From an optimization exercise on the open Yosys and OpenROAD flow, aimed at small area; shortcuts taken in it are not production practice. Function was checked by simulation only, so behaviour that the tests miss may differ from the original. The clock port is modelled as an ideal driver; clocking choices that lean on that would not hold on a real chip.

==> inputs of amber <==
## PE0
module PE0(
  input         clock,
  input         reset,
  input         io_cfgEn,
  input  [31:0] io_cfgData,
  input  [32:0] io_inputs_0,
  input  [32:0] io_inputs_1,
  output [32:0] io_outputs_0
);
  wire [4:0] opIn = io_cfgData[4:0];
  reg  isAdd, isSub, isMul, isOr, isXor, isPass, isAcc;
  reg  [7:0]  accCnt;
  reg  [7:0]  accIni;
  always @(posedge clock) begin
    if (reset) begin
      {isAdd, isSub, isMul, isOr, isXor, isPass, isAcc} <= 7'h0;
      accCnt <= 8'h0; accIni <= 8'h0;
    end else if (io_cfgEn) begin
      isAdd <= opIn == 5'h1;
      isSub <= opIn == 5'h2;
      isMul <= opIn == 5'h3;
      isOr <= opIn == 5'h6;
      isXor <= opIn == 5'h7;
      isPass <= opIn == 5'hf;
      isAcc <= opIn == 5'h10;
      accCnt <= io_cfgData[12:5]; accIni <= io_cfgData[20:13];
    end
  end
  reg        v0, v1;
  reg [31:0] a, b;
  wire both = v0 & v1;
  wire en = ((isAdd | isSub | isMul | isOr | isXor) & both) | ((isPass | isAcc) & v0);
  always @(posedge clock) begin
    if (reset) v0 <= 1'b0;
    else if (io_inputs_0[32]) v0 <= 1'b1;
    else if (en) v0 <= 1'b0;
    if (reset) v1 <= 1'b0;
    else if (io_inputs_1[32]) v1 <= 1'b1;
    else if (en) v1 <= 1'b0;
    if (io_inputs_0[32]) a <= io_inputs_0[31:0];
    if (io_inputs_1[32]) b <= io_inputs_1[31:0];
  end
  wire [31:0] prodw;
  mul32 u_mul(.x(a), .y(b), .p(prodw));
  reg        mulV;
  reg [31:0] prod;
  always @(posedge clock) begin
    if (reset) mulV <= 1'b0;
    else mulV <= en & isMul;
    prod <= prodw;
  end
  reg        accV, accZ;
  reg [7:0]  cnt;
  reg [31:0] acc;
  wire fin = cnt == accCnt;
  wire first = fin | (cnt == 8'h0);
  wire [31:0] accB = first ? {24'h0, accIni} : acc;
  wire [31:0] accSum;
  add_acc u_acc(.x(a), .y(accB), .s(accSum));
  always @(posedge clock) begin
    if (reset) accV <= 1'b0;
    else accV <= io_inputs_0[32];
    if (reset) begin
      cnt <= 8'h0;
      accZ <= 1'b1;
    end else if (accV | fin) begin
      cnt <= fin ? {7'h0, accV} : cnt + 8'h1;
      accZ <= ~accV;
    end
    if (accV) acc <= accSum;
  end
  wire [31:0] addsub;
  add_sub u_as(.x(a), .y(b ^ {32{isSub}}), .ci(isSub), .s(addsub));
  wire selAS  = isAdd | isSub;
  ...
==> module add_acc, before the edit <==
module add_acc(
  input  [31:0] x,
  input  [31:0] y,
  output [31:0] s
);
  wire s1, c2;
  ha_cell u_s1(.a(x[0]), .b(y[0]), .s(s1), .co(c2));
  wire s3, c4;
  fa_cell u_s3(.a(x[1]), .b(y[1]), .c(c2), .s(s3), .co(c4));
  wire s5, c6;
  fa_cell u_s5(.a(x[2]), .b(y[2]), .c(c4), .s(s5), .co(c6));
  wire s7, c8;
  fa_cell u_s7(.a(x[3]), .b(y[3]), .c(c6), .s(s7), .co(c8));
  wire s9, c10;
  fa_cell u_s9(.a(x[4]), .b(y[4]), .c(c8), .s(s9), .co(c10));
  wire s11, c12;
  fa_cell u_s11(.a(x[5]), .b(y[5]), .c(c10), .s(s11), .co(c12));
  wire s13, c14;
  fa_cell u_s13(.a(x[6]), .b(y[6]), .c(c12), .s(s13), .co(c14));
  wire s15, c16;
  fa_cell u_s15(.a(x[7]), .b(y[7]), .c(c14), .s(s15), .co(c16));
  wire s17, c18;
  fa_cell u_s17(.a(x[8]), .b(y[8]), .c(c16), .s(s17), .co(c18));
  wire s19, c20;
  fa_cell u_s19(.a(x[9]), .b(y[9]), .c(c18), .s(s19), .co(c20));
  wire s21, c22;
  fa_cell u_s21(.a(x[10]), .b(y[10]), .c(c20), .s(s21), .co(c22));
  wire s23, c24;
  fa_cell u_s23(.a(x[11]), .b(y[11]), .c(c22), .s(s23), .co(c24));
  wire s25, c26;
  fa_cell u_s25(.a(x[12]), .b(y[12]), .c(c24), .s(s25), .co(c26));
  wire s27, c28;
  fa_cell u_s27(.a(x[13]), .b(y[13]), .c(c26), .s(s27), .co(c28));
  wire s29, c30;
  fa_cell u_s29(.a(x[14]), .b(y[14]), .c(c28), .s(s29), .co(c30));
  wire s31, c32;
  fa_cell u_s31(.a(x[15]), .b(y[15]), .c(c30), .s(s31), .co(c32));
  wire s33, c34;
  ha_cell u_s33(.a(x[16]), .b(y[16]), .s(s33), .co(c34));
  wire s35, c36;
  fa_cell u_s35(.a(x[17]), .b(y[17]), .c(c34), .s(s35), .co(c36));
  wire s37, c38;
  fa_cell u_s37(.a(x[18]), .b(y[18]), .c(c36), .s(s37), .co(c38));
  wire s39, c40;
  fa_cell u_s39(.a(x[19]), .b(y[19]), .c(c38), .s(s39), .co(c40));
  wire s41, c42;
  fa_cell u_s41(.a(x[20]), .b(y[20]), .c(c40), .s(s41), .co(c42));
  wire s43, c44;
  fa_cell u_s43(.a(x[21]), .b(y[21]), .c(c42), .s(s43), .co(c44));
  wire s45, c46;
  fa_cell u_s45(.a(x[22]), .b(y[22]), .c(c44), .s(s45), .co(c46));
  wire s47, c48;
  fa_cell u_s47(.a(x[23]), .b(y[23]), .c(c46), .s(s47), .co(c48));
  wire n49 = s33 ^ c32;
  wire n50 = s35 ^ (c32 & s33);
  wire n51 = s33 & s35;
  wire n52 = s37 ^ (c32 & n51);
  wire n53 = n51 & s37;
  wire n54 = s39 ^ (c32 & n53);
  wire n55 = n53 & s39;
  wire n56 = s41 ^ (c32 & n55);
  wire n57 = n55 & s41;
  wire n58 = s43 ^ (c32 & n57);
  wire n59 = n57 & s43;
  wire n60 = s45 ^ (c32 & n59);
  wire n61 = n59 & s45;
  wire n62 = s47 ^ (c32 & n61);
  wire n63 = n61 & s47;
  wire n64 = c32 & n63;
  wire n65 = c48 | n64;
  wire s66, c67;
  ha_cell u_s66(.a(x[24]), .b(y[24]), .s(s66), .co(c67));
  wire s68, c69;
  fa_cell u_s68(.a(x[25]), .b(y[25]), .c(c67), .s(s68), .co(c69));
  wire s70, c71;
  fa_cell u_s70(.a(x[26]), .b(y[26]), .c(c69), .s(s70), .co(c71));
  wire s72, c73;
  fa_cell u_s72(.a(x[27]), .b(y[27]), .c(c71), .s(s72), .co(c73));
  wire s74, c75;
  fa_cell u_s74(.a(x[28]), .b(y[28]), .c(c73), .s(s74), .co(c75));
  wire s76, c77;
  fa_cell u_s76(.a(x[29]), .b(y[29]), .c(c75), .s(s76), .co(c77));
  wire s78, c79;
  fa_cell u_s78(.a(x[30]), .b(y[30]), .c(c77), .s(s78), .co(c79));
  wire x80, x81;
  xor2_cell u_x80(.a(x[31]), .b(y[31]), .y(x80));
  xor2_cell u_x81(.a(x80), .b(c79), .y(x81));
  wire n82 = s66 ^ n65;
  wire n83 = s68 ^ (n65 & s66);
  wire n84 = s66 & s68;
  wire n85 = s70 ^ (n65 & n84);
  wire n86 = n84 & s70;
  wire n87 = s72 ^ (n65 & n86);
  wire n88 = n86 & s72;
  wire n89 = s74 ^ (n65 & n88);
  wire n90 = n88 & s74;
  wire n91 = s76 ^ (n65 & n90);
  wire n92 = n90 & s76;
  wire n93 = s78 ^ (n65 & n92);
  wire n94 = n92 & s78;
  wire n95 = x81 ^ (n65 & n94);
  wire n96 = n94 & x81;
  assign s = {n95, n93, n91, n89, n87, n85, n83, n82, n62, n60, n58, n56, n54, n52, n50, n49, s31, s29, s27, s25, s23, s21, s19, s17, s15, s13, s11, s9, s7, s5, s3, s1};
endmodule
clock: 10.0 ns
lec_check: 0
cap_margin: 20
core_margin: 2
core_utilization: 40
slew_margin: 20
synth_hierarchical: 1
synth_minimum_keep_size: 0
standard.sh (not shown) runs the stock make flow with config.mk's settings and CLKGATE_MAP_FILE= SYNTH_SCRIPT=/design/flow/synth_recipe.tcl, a recipe that flattens the netlist after the stock synthesis.
==> flow/flow/run.sh <==
#!/bin/bash
# Standard ORFS layout with area-recovery steps added:
#  1. after synthesis, every combinational cell starts at the smallest cell of its Liberty
#     cell_footprint (the flow's own repair steps then size up what timing needs);
#  2. the clock tree is built without dummy loads;
#  3. after clock tree synthesis and again after global routing, each cell is tried at a smaller
#     cell of the same footprint and kept there when setup/hold timing, slew and capacitance limits
#     still hold.
# Each tool's output goes to a log of its own in the work folder.
set -euo pipefail
W=$(pwd)
R=$W/orfs/results/$FLOW_PLATFORM/PE0/base
export RECOVER_LIB=$FLOW_HOME/platforms/$FLOW_PLATFORM/lib/sky130_fd_sc_hd__tt_025C_1v80.lib
SETRC=$FLOW_HOME/platforms/$FLOW_PLATFORM/setRC.tcl

bash standard.sh synth > $W/log_synth.txt 2>&1

cat > $W/minsize_run.tcl <<EOT
read_db $R/1_synth.odb
source $W/flow/minsize.tcl
write_db $R/1_synth.odb
EOT
openroad -no_init -exit $W/minsize_run.tcl > $W/log_minsize.txt 2>&1
touch $R/1_synth.sdc

# clock tree without dummy loads (CTS adds them only to balance its branches)
bash standard.sh "CTS_ARGS=-sink_clustering_enable -repair_clock_nets -dont_use_dummy_load" cts > $W/log_cts.txt 2>&1

recover() { # stage odb sdc global-routing-parasitics
cat > $W/recover_$1.tcl <<EOT
read_liberty $RECOVER_LIB
read_db $2
read_sdc $3
source $SETRC
set_propagated_clock [all_clocks]
source $W/flow/recover.tcl
write_db $2
EOT
RECOVER_GRT=$4 RECOVER_MARGIN=0.1 openroad -no_init -exit $W/recover_$1.tcl > $W/log_recover_$1.txt 2>&1
touch $3
}
recover cts $R/4_cts.odb $R/4_cts.sdc 0

bash standard.sh grt > $W/log_grt.txt 2>&1
recover grt $R/5_1_grt.odb $R/5_1_grt.sdc 1

bash standard.sh finish > $W/log_finish.txt 2>&1
Other scripts of this flow, unchanged in this note and not shown: flow/flow/footprints.tcl, flow/flow/minsize.tcl, flow/flow/recover.tcl
==> inputs of garnet, as changes to amber <==
--- a/flow/design.v
+++ b/flow/design.v
@@ -1159,54 +1159,62 @@
   fa_cell u_s800(.a(c417), .b(s430), .c(c799), .s(s800), .co(c801));
   wire s802, c803;
   ha_cell u_s802(.a(s446), .b(c801), .s(s802), .co(c803));
   wire s804, c805;
   fa_cell u_s804(.a(s462), .b(c447), .c(c803), .s(s804), .co(c805));
   wire s806, c807;
   ha_cell u_s806(.a(s480), .b(c805), .s(s806), .co(c807));
   wire s808, c809;
-  fa_cell u_s808(.a(s498), .b(c481), .c(c807), .s(s808), .co(c809));
+  ha_cell u_s808(.a(s498), .b(c481), .s(s808), .co(c809));
   wire s810, c811;
   ha_cell u_s810(.a(s518), .b(c809), .s(s810), .co(c811));
   wire s812, c813;
   fa_cell u_s812(.a(s538), .b(c519), .c(c811), .s(s812), .co(c813));
   wire s814, c815;
   fa_cell u_s814(.a(c539), .b(s560), .c(c813), .s(s814), .co(c815));
   wire s816, c817;
-  ha_cell u_s816(.a(c561), .b(s582), .s(s816), .co(c817));
+  fa_cell u_s816(.a(c561), .b(s582), .c(c815), .s(s816), .co(c817));
   wire s818, c819;
   ha_cell u_s818(.a(s606), .b(c817), .s(s818), .co(c819));
   wire s820, c821;
   fa_cell u_s820(.a(s630), .b(c607), .c(c819), .s(s820), .co(c821));
   wire s822, c823;
   fa_cell u_s822(.a(c631), .b(s656), .c(c821), .s(s822), .co(c823));
   wire s824, c825;
   fa_cell u_s824(.a(c657), .b(s682), .c(c823), .s(s824), .co(c825));
   wire s826, c827;
   fa_cell u_s826(.a(c683), .b(s710), .c(c825), .s(s826), .co(c827));
   wire s828, c829;
   fa_cell u_s828(.a(c711), .b(s738), .c(c827), .s(s828), .co(c829));
   wire n830 = x769 ^ c829;
-  wire n831 = s816 ^ c815;
-  wire n832 = s818 ^ (c815 & s816);
-  wire n833 = s816 & s818;
-  wire n834 = s820 ^ (c815 & n833);
-  wire n835 = n833 & s820;
-  wire n836 = s822 ^ (c815 & n835);
-  wire n837 = n835 & s822;
-  wire n838 = s824 ^ (c815 & n837);
-  wire n839 = n837 & s824;
-  wire n840 = s826 ^ (c815 & n839);
-  wire n841 = n839 & s826;
-  wire n842 = s828 ^ (c815 & n841);
-  wire n843 = n841 & s828;
-  wire n844 = n830 ^ (c815 & n843);
-  wire n845 = n843 & n830;
-  assign p = {n844, n842, n840, n838, n836, n834, n832, n831, s814, s812, s810, s808, s806, s804, s802, s800, s798, s796, s794, s792, s790, s788, s786, s784, s782, s780, s778, s776, s774, s772, s770, t2};
+  wire n831 = s808 ^ c807;
+  wire n832 = s810 ^ (c807 & s808);
+  wire n833 = s808 & s810;
+  wire n834 = s812 ^ (c807 & n833);
+  wire n835 = n833 & s812;
+  wire n836 = s814 ^ (c807 & n835);
+  wire n837 = n835 & s814;
+  wire n838 = s816 ^ (c807 & n837);
+  wire n839 = n837 & s816;
+  wire n840 = s818 ^ (c807 & n839);
+  wire n841 = n839 & s818;
+  wire n842 = s820 ^ (c807 & n841);
+  wire n843 = n841 & s820;
+  wire n844 = s822 ^ (c807 & n843);
+  wire n845 = n843 & s822;
+  wire n846 = s824 ^ (c807 & n845);
+  wire n847 = n845 & s824;
+  wire n848 = s826 ^ (c807 & n847);
+  wire n849 = n847 & s826;
+  wire n850 = s828 ^ (c807 & n849);
+  wire n851 = n849 & s828;
+  wire n852 = n830 ^ (c807 & n851);
+  wire n853 = n851 & n830;
+  assign p = {n852, n850, n848, n846, n844, n842, n840, n838, n836, n834, n832, n831, s806, s804, s802, s800, s798, s796, s794, s792, s790, s788, s786, s784, s782, s780, s778, s776, s774, s772, s770, t2};
 endmodule
 module add_acc(
   input  [31:0] x,
   input  [31:0] y,
   output [31:0] s
 );
   wire s1, c2;
   ha_cell u_s1(.a(x[0]), .b(y[0]), .s(s1), .co(c2));
@@ -1333,60 +1341,60 @@
   fa_cell u_s17(.a(x[8]), .b(y[8]), .c(c16), .s(s17), .co(c18));
   wire s19, c20;
   fa_cell u_s19(.a(x[9]), .b(y[9]), .c(c18), .s(s19), .co(c20));
   wire s21, c22;
   fa_cell u_s21(.a(x[10]), .b(y[10]), .c(c20), .s(s21), .co(c22));
   wire s23, c24;
   fa_cell u_s23(.a(x[11]), .b(y[11]), .c(c22), .s(s23), .co(c24));
   wire s25, c26;
-  fa_cell u_s25(.a(x[12]), .b(y[12]), .c(c24), .s(s25), .co(c26));
+  ha_cell u_s25(.a(x[12]), .b(y[12]), .s(s25), .co(c26));
   wire s27, c28;
-  ha_cell u_s27(.a(x[13]), .b(y[13]), .s(s27), .co(c28));
+  fa_cell u_s27(.a(x[13]), .b(y[13]), .c(c26), .s(s27), .co(c28));
   wire s29, c30;
   fa_cell u_s29(.a(x[14]), .b(y[14]), .c(c28), .s(s29), .co(c30));
   wire s31, c32;
   fa_cell u_s31(.a(x[15]), .b(y[15]), .c(c30), .s(s31), .co(c32));
   wire s33, c34;
   fa_cell u_s33(.a(x[16]), .b(y[16]), .c(c32), .s(s33), .co(c34));
   wire s35, c36;
   fa_cell u_s35(.a(x[17]), .b(y[17]), .c(c34), .s(s35), .co(c36));
   wire s37, c38;
   fa_cell u_s37(.a(x[18]), .b(y[18]), .c(c36), .s(s37), .co(c38));
   wire s39, c40;
   fa_cell u_s39(.a(x[19]), .b(y[19]), .c(c38), .s(s39), .co(c40));
   wire s41, c42;
   fa_cell u_s41(.a(x[20]), .b(y[20]), .c(c40), .s(s41), .co(c42));
   wire s43, c44;
   fa_cell u_s43(.a(x[21]), .b(y[21]), .c(c42), .s(s43), .co(c44));
-  wire s45, c46;
-  fa_cell u_s45(.a(x[22]), .b(y[22]), .c(c44), .s(s45), .co(c46));
-  wire n47 = s27 ^ c26;
-  wire n48 = s29 ^ (c26 & s27);
-  wire n49 = s27 & s29;
-  wire n50 = s31 ^ (c26 & n49);
+  wire n45 = s25 ^ c24;
+  wire n46 = s27 ^ (c24 & s25);
+  wire n47 = s25 & s27;
+  wire n48 = s29 ^ (c24 & n47);
+  wire n49 = n47 & s29;
+  wire n50 = s31 ^ (c24 & n49);
   wire n51 = n49 & s31;
-  wire n52 = s33 ^ (c26 & n51);
+  wire n52 = s33 ^ (c24 & n51);
   wire n53 = n51 & s33;
-  wire n54 = s35 ^ (c26 & n53);
+  wire n54 = s35 ^ (c24 & n53);
   wire n55 = n53 & s35;
-  wire n56 = s37 ^ (c26 & n55);
+  wire n56 = s37 ^ (c24 & n55);
   wire n57 = n55 & s37;
-  wire n58 = s39 ^ (c26 & n57);
+  wire n58 = s39 ^ (c24 & n57);
   wire n59 = n57 & s39;
-  wire n60 = s41 ^ (c26 & n59);
+  wire n60 = s41 ^ (c24 & n59);
   wire n61 = n59 & s41;
-  wire n62 = s43 ^ (c26 & n61);
+  wire n62 = s43 ^ (c24 & n61);
   wire n63 = n61 & s43;
-  wire n64 = s45 ^ (c26 & n63);
-  wire n65 = n63 & s45;
-  wire n66 = c26 & n65;
-  wire n67 = c46 | n66;
+  wire n64 = c24 & n63;
+  wire n65 = c44 | n64;
+  wire s66, c67;
+  ha_cell u_s66(.a(x[22]), .b(y[22]), .s(s66), .co(c67));
   wire s68, c69;
-  ha_cell u_s68(.a(x[23]), .b(y[23]), .s(s68), .co(c69));
+  fa_cell u_s68(.a(x[23]), .b(y[23]), .c(c67), .s(s68), .co(c69));
   wire s70, c71;
   fa_cell u_s70(.a(x[24]), .b(y[24]), .c(c69), .s(s70), .co(c71));
   wire s72, c73;
   fa_cell u_s72(.a(x[25]), .b(y[25]), .c(c71), .s(s72), .co(c73));
   wire s74, c75;
   fa_cell u_s74(.a(x[26]), .b(y[26]), .c(c73), .s(s74), .co(c75));
   wire s76, c77;
   fa_cell u_s76(.a(x[27]), .b(y[27]), .c(c75), .s(s76), .co(c77));
@@ -1394,34 +1402,36 @@
   fa_cell u_s78(.a(x[28]), .b(y[28]), .c(c77), .s(s78), .co(c79));
   wire s80, c81;
   fa_cell u_s80(.a(x[29]), .b(y[29]), .c(c79), .s(s80), .co(c81));
   wire s82, c83;
   fa_cell u_s82(.a(x[30]), .b(y[30]), .c(c81), .s(s82), .co(c83));
   wire x84, x85;
   xor2_cell u_x84(.a(x[31]), .b(y[31]), .y(x84));
   xor2_cell u_x85(.a(x84), .b(c83), .y(x85));
-  wire n86 = s68 ^ n67;
-  wire n87 = s70 ^ (n67 & s68);
-  wire n88 = s68 & s70;
-  wire n89 = s72 ^ (n67 & n88);
-  wire n90 = n88 & s72;
-  wire n91 = s74 ^ (n67 & n90);
-  wire n92 = n90 & s74;
-  wire n93 = s76 ^ (n67 & n92);
-  wire n94 = n92 & s76;
-  wire n95 = s78 ^ (n67 & n94);
-  wire n96 = n94 & s78;
-  wire n97 = s80 ^ (n67 & n96);
-  wire n98 = n96 & s80;
-  wire n99 = s82 ^ (n67 & n98);
-  wire n100 = n98 & s82;
-  wire n101 = x85 ^ (n67 & n100);
-  wire n102 = n100 & x85;
-  assign s = {n101, n99, n97, n95, n93, n91, n89, n87, n86, n64, n62, n60, n58, n56, n54, n52, n50, n48, n47, s25, s23, s21, s19, s17, s15, s13, s11, s9, s7, s5, s3, s1};
+  wire n86 = s66 ^ n65;
+  wire n87 = s68 ^ (n65 & s66);
+  wire n88 = s66 & s68;
+  wire n89 = s70 ^ (n65 & n88);
+  wire n90 = n88 & s70;
+  wire n91 = s72 ^ (n65 & n90);
+  wire n92 = n90 & s72;
+  wire n93 = s74 ^ (n65 & n92);
+  wire n94 = n92 & s74;
+  wire n95 = s76 ^ (n65 & n94);
+  wire n96 = n94 & s76;
+  wire n97 = s78 ^ (n65 & n96);
+  wire n98 = n96 & s78;
+  wire n99 = s80 ^ (n65 & n98);
+  wire n100 = n98 & s80;
+  wire n101 = s82 ^ (n65 & n100);
+  wire n102 = n100 & s82;
+  wire n103 = x85 ^ (n65 & n102);
+  wire n104 = n102 & x85;
+  assign s = {n103, n101, n99, n97, n95, n93, n91, n89, n87, n86, n62, n60, n58, n56, n54, n52, n50, n48, n46, n45, s23, s21, s19, s17, s15, s13, s11, s9, s7, s5, s3, s1};
 endmodule
 module out_mux(input [31:0] addsub, input [31:0] prod, input [31:0] acc, input [31:0] a,
   input [31:0] b, input sAS, input sMul, input sAcc, input sPass, input sOr, input sXor, output [31:0] y);
   wire [31:0] nor_ab = ~(a | b);
   wire [31:0] nand_ab = ~(a & b);
   wire [31:0] nv = ~(({32{sXor}} & nand_ab) | {32{sOr}});
   wire [31:0] lg = ~(nor_ab | nv);
   assign y = ({32{sAS}} & addsub) | ({32{sMul}} & prod) | ({32{sAcc}} & acc) | ({32{sPass}} & a) | lg;
==> inputs of violet, as changes to amber <==
--- a/flow/design.v
+++ b/flow/design.v
@@ -1236,81 +1236,79 @@
   fa_cell u_s25(.a(x[12]), .b(y[12]), .c(c24), .s(s25), .co(c26));
   wire s27, c28;
   fa_cell u_s27(.a(x[13]), .b(y[13]), .c(c26), .s(s27), .co(c28));
   wire s29, c30;
   fa_cell u_s29(.a(x[14]), .b(y[14]), .c(c28), .s(s29), .co(c30));
   wire s31, c32;
   fa_cell u_s31(.a(x[15]), .b(y[15]), .c(c30), .s(s31), .co(c32));
   wire s33, c34;
-  ha_cell u_s33(.a(x[16]), .b(y[16]), .s(s33), .co(c34));
+  fa_cell u_s33(.a(x[16]), .b(y[16]), .c(c32), .s(s33), .co(c34));
   wire s35, c36;
-  fa_cell u_s35(.a(x[17]), .b(y[17]), .c(c34), .s(s35), .co(c36));
+  ha_cell u_s35(.a(x[17]), .b(y[17]), .s(s35), .co(c36));
   wire s37, c38;
   fa_cell u_s37(.a(x[18]), .b(y[18]), .c(c36), .s(s37), .co(c38));
   wire s39, c40;
   fa_cell u_s39(.a(x[19]), .b(y[19]), .c(c38), .s(s39), .co(c40));
   wire s41, c42;
   fa_cell u_s41(.a(x[20]), .b(y[20]), .c(c40), .s(s41), .co(c42));
   wire s43, c44;
   fa_cell u_s43(.a(x[21]), .b(y[21]), .c(c42), .s(s43), .co(c44));
   wire s45, c46;
   fa_cell u_s45(.a(x[22]), .b(y[22]), .c(c44), .s(s45), .co(c46));
   wire s47, c48;
   fa_cell u_s47(.a(x[23]), .b(y[23]), .c(c46), .s(s47), .co(c48));
-  wire n49 = s33 ^ c32;
-  wire n50 = s35 ^ (c32 & s33);
-  wire n51 = s33 & s35;
-  wire n52 = s37 ^ (c32 & n51);
-  wire n53 = n51 & s37;
-  wire n54 = s39 ^ (c32 & n53);
+  wire s49, c50;
+  fa_cell u_s49(.a(x[24]), .b(y[24]), .c(c48), .s(s49), .co(c50));
+  wire n51 = s35 ^ c34;
+  wire n52 = s37 ^ (c34 & s35);
+  wire n53 = s35 & s37;
+  wire n54 = s39 ^ (c34 & n53);
   wire n55 = n53 & s39;
-  wire n56 = s41 ^ (c32 & n55);
+  wire n56 = s41 ^ (c34 & n55);
   wire n57 = n55 & s41;
-  wire n58 = s43 ^ (c32 & n57);
+  wire n58 = s43 ^ (c34 & n57);
   wire n59 = n57 & s43;
-  wire n60 = s45 ^ (c32 & n59);
+  wire n60 = s45 ^ (c34 & n59);
   wire n61 = n59 & s45;
-  wire n62 = s47 ^ (c32 & n61);
+  wire n62 = s47 ^ (c34 & n61);
   wire n63 = n61 & s47;
-  wire n64 = c32 & n63;
-  wire n65 = c48 | n64;
-  wire s66, c67;
-  ha_cell u_s66(.a(x[24]), .b(y[24]), .s(s66), .co(c67));
+  wire n64 = s49 ^ (c34 & n63);
+  wire n65 = n63 & s49;
+  wire n66 = c34 & n65;
+  wire n67 = c50 | n66;
   wire s68, c69;
-  fa_cell u_s68(.a(x[25]), .b(y[25]), .c(c67), .s(s68), .co(c69));
+  ha_cell u_s68(.a(x[25]), .b(y[25]), .s(s68), .co(c69));
   wire s70, c71;
   fa_cell u_s70(.a(x[26]), .b(y[26]), .c(c69), .s(s70), .co(c71));
   wire s72, c73;
   fa_cell u_s72(.a(x[27]), .b(y[27]), .c(c71), .s(s72), .co(c73));
   wire s74, c75;
   fa_cell u_s74(.a(x[28]), .b(y[28]), .c(c73), .s(s74), .co(c75));
   wire s76, c77;
   fa_cell u_s76(.a(x[29]), .b(y[29]), .c(c75), .s(s76), .co(c77));
   wire s78, c79;
   fa_cell u_s78(.a(x[30]), .b(y[30]), .c(c77), .s(s78), .co(c79));
   wire x80, x81;
   xor2_cell u_x80(.a(x[31]), .b(y[31]), .y(x80));
   xor2_cell u_x81(.a(x80), .b(c79), .y(x81));
-  wire n82 = s66 ^ n65;
-  wire n83 = s68 ^ (n65 & s66);
-  wire n84 = s66 & s68;
-  wire n85 = s70 ^ (n65 & n84);
-  wire n86 = n84 & s70;
-  wire n87 = s72 ^ (n65 & n86);
-  wire n88 = n86 & s72;
-  wire n89 = s74 ^ (n65 & n88);
-  wire n90 = n88 & s74;
-  wire n91 = s76 ^ (n65 & n90);
-  wire n92 = n90 & s76;
-  wire n93 = s78 ^ (n65 & n92);
-  wire n94 = n92 & s78;
-  wire n95 = x81 ^ (n65 & n94);
-  wire n96 = n94 & x81;
-  assign s = {n95, n93, n91, n89, n87, n85, n83, n82, n62, n60, n58, n56, n54, n52, n50, n49, s31, s29, s27, s25, s23, s21, s19, s17, s15, s13, s11, s9, s7, s5, s3, s1};
+  wire n82 = s68 ^ n67;
+  wire n83 = s70 ^ (n67 & s68);
+  wire n84 = s68 & s70;
+  wire n85 = s72 ^ (n67 & n84);
+  wire n86 = n84 & s72;
+  wire n87 = s74 ^ (n67 & n86);
+  wire n88 = n86 & s74;
+  wire n89 = s76 ^ (n67 & n88);
+  wire n90 = n88 & s76;
+  wire n91 = s78 ^ (n67 & n90);
+  wire n92 = n90 & s78;
+  wire n93 = x81 ^ (n67 & n92);
+  wire n94 = n92 & x81;
+  assign s = {n93, n91, n89, n87, n85, n83, n82, n64, n62, n60, n58, n56, n54, n52, n51, s33, s31, s29, s27, s25, s23, s21, s19, s17, s15, s13, s11, s9, s7, s5, s3, s1};
 endmodule
 module add_sub(
   input  [31:0] x,
   input  [31:0] y,
   input  ci,
   output [31:0] s
 );
   wire s1, c2;
==> run notes <==
garnet completed without violations. violet finished clean. amber finished clean. Worst hold slack: violet < garnet < amber. Die area, highest first: garnet, amber, violet. Sequential share of layout area: garnet < amber < violet. Cell count: violet < amber < garnet. First-iteration DRC count: amber > garnet > violet.

## static timing again, ports no longer ideal
How much do the figures lean on ideal ports? The routed layouts below were timed once more, with nothing changed but the port constraints. Step 1 (the two cells are an assumption about what drives the block):
set clk [get_ports {clock}]
set_driving_cell -lib_cell sky130_fd_sc_hd__clkbuf_16 $clk
set_driving_cell -lib_cell sky130_fd_sc_hd__buf_2 [delete_from_list [all_inputs] $clk]
Step 2 moves the port delays by t, midway between the first and last clock arrival at a register: inputs arrive t later, outputs are due t later. That takes back most of the time a late clock gives input paths. a / b / c = no drivers / after step 1 / after step 2; a / b = the first two.
| run | t (ns) | setup WS [ns] | worst hold slack (ns) | worst setup path after step 2 |
|---|---|---|---|---|
| amber | 0.551 | 0.226 / 0.170 / 0.250 | 0.479 / 0.479 / 0.479 | register to register |
| garnet | 0.516 | 0.258 / 0.203 / 0.286 | 0.473 / 0.473 / 0.473 | register to register |
| violet | 0.536 | 0.159 / 0.106 / 0.287 | 0.468 / 0.468 / 0.468 | register to register |
After both steps setup and hold are still met in every run listed.
